Source: an optimization exercise on an open RTL-to-GDS flow (aim: small area, a short achievable clock period and few clock cycles per item). Production flows keep margins and buffers that such runs may drop.
RTL that was checked went through simulation tests only; none was proved equivalent to the original.
No activity file was given, so power comes from the tool's default toggle rates.

==> flow/design.v (excerpt) <==
module fp32_mul (
    input  wire        clk,
    input  wire        rst,
    input  wire        in_valid,
    input  wire [31:0] op_a,
    input  wire [31:0] op_b,
    output reg         out_valid,
    output reg  [31:0] result
);
export LEC_CHECK = 0
export CAP_MARGIN = 20
export CORE_MARGIN = 2
export CORE_UTILIZATION = 60
export SLEW_MARGIN = 70
export SYNTH_HIERARCHICAL = 1
create_clock -name core_clock -period 11.0 [get_ports {clk}]
standard.sh (not shown) runs the stock make flow with config.mk's settings and CLKGATE_MAP_FILE= SYNTH_SCRIPT=/design/flow/synth_recipe.tcl, a recipe that flattens the netlist after the stock synthesis.
==> flow/flow/run.sh <==
#!/bin/bash
# Layout flow: the standard ORFS flow (standard.sh, unchanged synthesis),
# with the port buffers made from a regular buffer cell rather than the
# delay-buffer cell that buffer_ports picks by default.
set -euo pipefail
cd "$(dirname "$0")/.."
bash standard.sh "BUFFER_PORTS_ARGS=-buffer_cell sky130_fd_sc_hd__buf_2" finish > flow_make.log 2>&1
The first run produced a clean layout.
Testbench counts at the start, summed over its fixed seeds: cycles 16,024, items 16,000.
Change:
--- a/flow/design.v
+++ b/flow/design.v
@@ -10,33 +10,26 @@
   wire [7:0]  ea = op_a[30:23];
   wire [7:0]  eb = op_b[30:23];
   wire [22:0] fb = op_b[22:0];
   wire a_zero = (ea == 8'h00);
   wire b_zero = (eb == 8'h00);
   wire a_emax = (ea == 8'hFF);
   wire b_emax = (eb == 8'hFF);
   wire special = a_zero | b_zero | a_emax | b_emax;
-  wire [25:0] bx = {2'b01, fb, 1'b0};
+  wire [22:0] fb0 = special ? 23'd0 : fb;
+  wire [25:0] bx = {2'b01, fb0, 1'b0};
   wire [11:0] one0, two0, neg0;
   genvar gi;
   generate
     for (gi = 0; gi < 12; gi = gi + 1) begin : g_booth
-      wire one_r = bx[2*gi+1] ^ bx[2*gi];
-      wire two_r = (bx[2*gi+2] & ~bx[2*gi+1] & ~bx[2*gi]) |
-                   (~bx[2*gi+2] & bx[2*gi+1] & bx[2*gi]);
-      wire neg_r = bx[2*gi+2] & ~(bx[2*gi+1] & bx[2*gi]);
-      assign one0[gi] = one_r & ~special;
-      if (gi == 11) begin : g_top
-        assign two0[gi] = two_r | special;
-        assign neg0[gi] = neg_r | special;
-      end else begin : g_low
-        assign two0[gi] = two_r & ~special;
-        assign neg0[gi] = neg_r & ~special;
-      end
+      assign one0[gi] = bx[2*gi+1] ^ bx[2*gi];
+      assign two0[gi] = (bx[2*gi+2] & ~bx[2*gi+1] & ~bx[2*gi]) |
+                        (~bx[2*gi+2] & bx[2*gi+1] & bx[2*gi]);
+      assign neg0[gi] = bx[2*gi+2] & ~(bx[2*gi+1] & bx[2*gi]);
     end
   endgenerate
   reg        v1, sa1, sb1, az1, bz1, am1, bm1, fbnz1;
   reg [7:0]  ea1, eb1;
   reg [22:0] fa1;
   reg [11:0] one1, two1, neg1;
   always @(posedge clk) begin
     if (rst) v1 <= 1'b0; else v1 <= in_valid;
After rerunning: The new run passed the timing, design-rule and antenna checks; area after synthesis went up by 0.38%; global-route usage went down by 0.61 points; sequential cell count does not change; die area went up by 0.37%; cell area is about the same; utilization went down by 0.17 points; cell count stays flat; wire length went down by 0.42%; count of clock-buffer cells in the layout went up by 4.
Function not checked in the second run of this note: the RTL went through the layout flow alone.

* * *

## yarrow
Another version of the RTL of fp32_mul (not shown whole).
Size in the first run: roughly 2,200 cells after synthesis, ~100 I/O pins, roughly 22,000 µm² of cells after synthesis.
clock: 11.0 ns
lec_check: 0
cap_margin: 20
core_margin: 2
core_utilization: 60
cts_cluster_diameter: 120
cts_cluster_size: 25
place_density: 0.8
slew_margin: 70
synth_hierarchical: 1
Scripts as last shown in full above: flow/flow/run.sh
yarrow: flow completed, timing, DRC and antenna clean
Input changes introduced in delta (baseline for comparison: yarrow):
--- a/flow/design.v
+++ b/flow/design.v
@@ -984,34 +984,34 @@
   assign z402 = (rq[20] ^ rq[21]) ^ (rq[18] | rq[19]);
   assign z403 = (rq[25] ^ fs233) ^ (rq[20] | rq[21]);
   assign z404 = (fs234 ^ fc233) ^ (rq[25] | fs233);
   assign z405 = (fs235 ^ fc234) ^ (fs234 | fc233);
   assign z406 = (fs236 ^ fc235) ^ (fs235 | fc234);
   assign z407 = (fs237 ^ fc236) ^ (fs236 | fc235);
   wire sticky = z393 | z394 | z395 | z396 | z397 | z398 | z399 | z400 | z401 | z402 | z403 | z404 | z405 | z406 | z407 | lownz2;
-  wire p47 = h[25];
-  wire [22:0] frac = p47 ? h[24:2] : h[23:1];
-  wire guard = p47 ? h[1] : h[0];
-  wire inc = guard & (sticky | frac[0]);
-  reg        v3, s3, q3, kill3, p47_3, inc3;
+  reg        v3, s3, q3, st3, kill3;
   reg [7:0]  e3;
-  reg [22:0] f3;
+  reg [25:0] h3;
   always @(posedge clk) begin
     if (rst) v3 <= 1'b0; else v3 <= v2;
     s3 <= s2;
     q3 <= q2;
     kill3 <= kill2;
     e3 <= e2;
-    p47_3 <= p47;
-    inc3 <= inc;
-    f3 <= frac;
+    st3 <= sticky;
+    h3 <= h;
   end
+  wire p47 = h3[25];
+  wire i0 = h3[0] & (st3 | h3[1]);
+  wire i1 = h3[1] & (st3 | h3[2]);
+  wire [22:0] frac = p47 ? h3[24:2] : h3[23:1];
+  wire inc = p47 ? i1 : i0;
   wire [22:0] rnd;
-  rnd23 u_rnd (.f(f3), .inc(inc3), .r(rnd));
-  wire [7:0] eo = e3 + {7'd0, p47_3};
+  rnd23 u_rnd (.f(frac), .inc(inc), .r(rnd));
+  wire [7:0] eo = e3 + {7'd0, p47};
   wire [22:0] fo = kill3 ? 23'd0 : rnd;
   wire [31:0] res = {s3, eo, fo[22] | q3, fo[21:0]};
   always @(posedge clk) begin
     if (rst) out_valid <= 1'b0; else out_valid <= v3;
     result <= res;
   end
 endmodule
Notes after the runs:
For fraction of area in registers, yarrow and delta come out practically identical.
Diff delta and yarrow: number of fillers in the final layout lower in yarrow
Of delta and yarrow, yarrow shows the lower clock network power share, with delta above it.
yarrow -> delta: overall die area flat
Ff count | delta vs yarrow | delta higher
delta and yarrow ended up with roughly the same wire length.
Comparing delta with yarrow, the y dimension of the die came out essentially unchanged.
Row setup slack of the critical path after layout: delta higher / yarrow lower
Diff yarrow..delta | design area | negligible
Cell area after synthesis of delta is on par with yarrow.
Testbench counts of delta, summed over its fixed seeds: cycles 16,024, items 16,000.
The RTL of yarrow was laid out without a check of its function.

-- what the ideal ports hide --
No port has a modelled driver above. Below, the same layouts with a new extraction and two added sets of constraints.
Step 1, drivers: a clkbuf_16 drives clk and a buf_2 each remaining input, both assumed.
Step 2 moves the port delays by t, midway between the first and last clock arrival at a register: inputs arrive t later, outputs are due t later. That takes back most of the time a late clock gives input paths.
Slacks: no drivers / after step 1 / after step 2; pairs: no drivers / after step 1.
| run | t, ns | setup WS [ns] | latest minus earliest clock arrival (ns) | pins driven straight from the clock port |
|---|---|---|---|---|
| the first run of note 1 | 0.611 | 7.647 / 7.647 / 7.230 | 0.017 / 0.017 | 1 |
| the second run of note 1 | 0.598 | 7.562 / 7.601 / 7.003 | 0.016 / 0.016 | 1 |
| yarrow | 0.556 | 6.937 / 6.937 / 6.937 | 0.017 / 0.016 | 1 |
| delta | 0.568 | 7.684 / 7.684 / 7.166 | 0.022 / 0.022 | 1 |
After both steps every run listed still meets setup and hold. The setup slack of the second run of note 1, which loses most, moves by +0.039 ns with the drivers and by -0.559 ns with both steps.
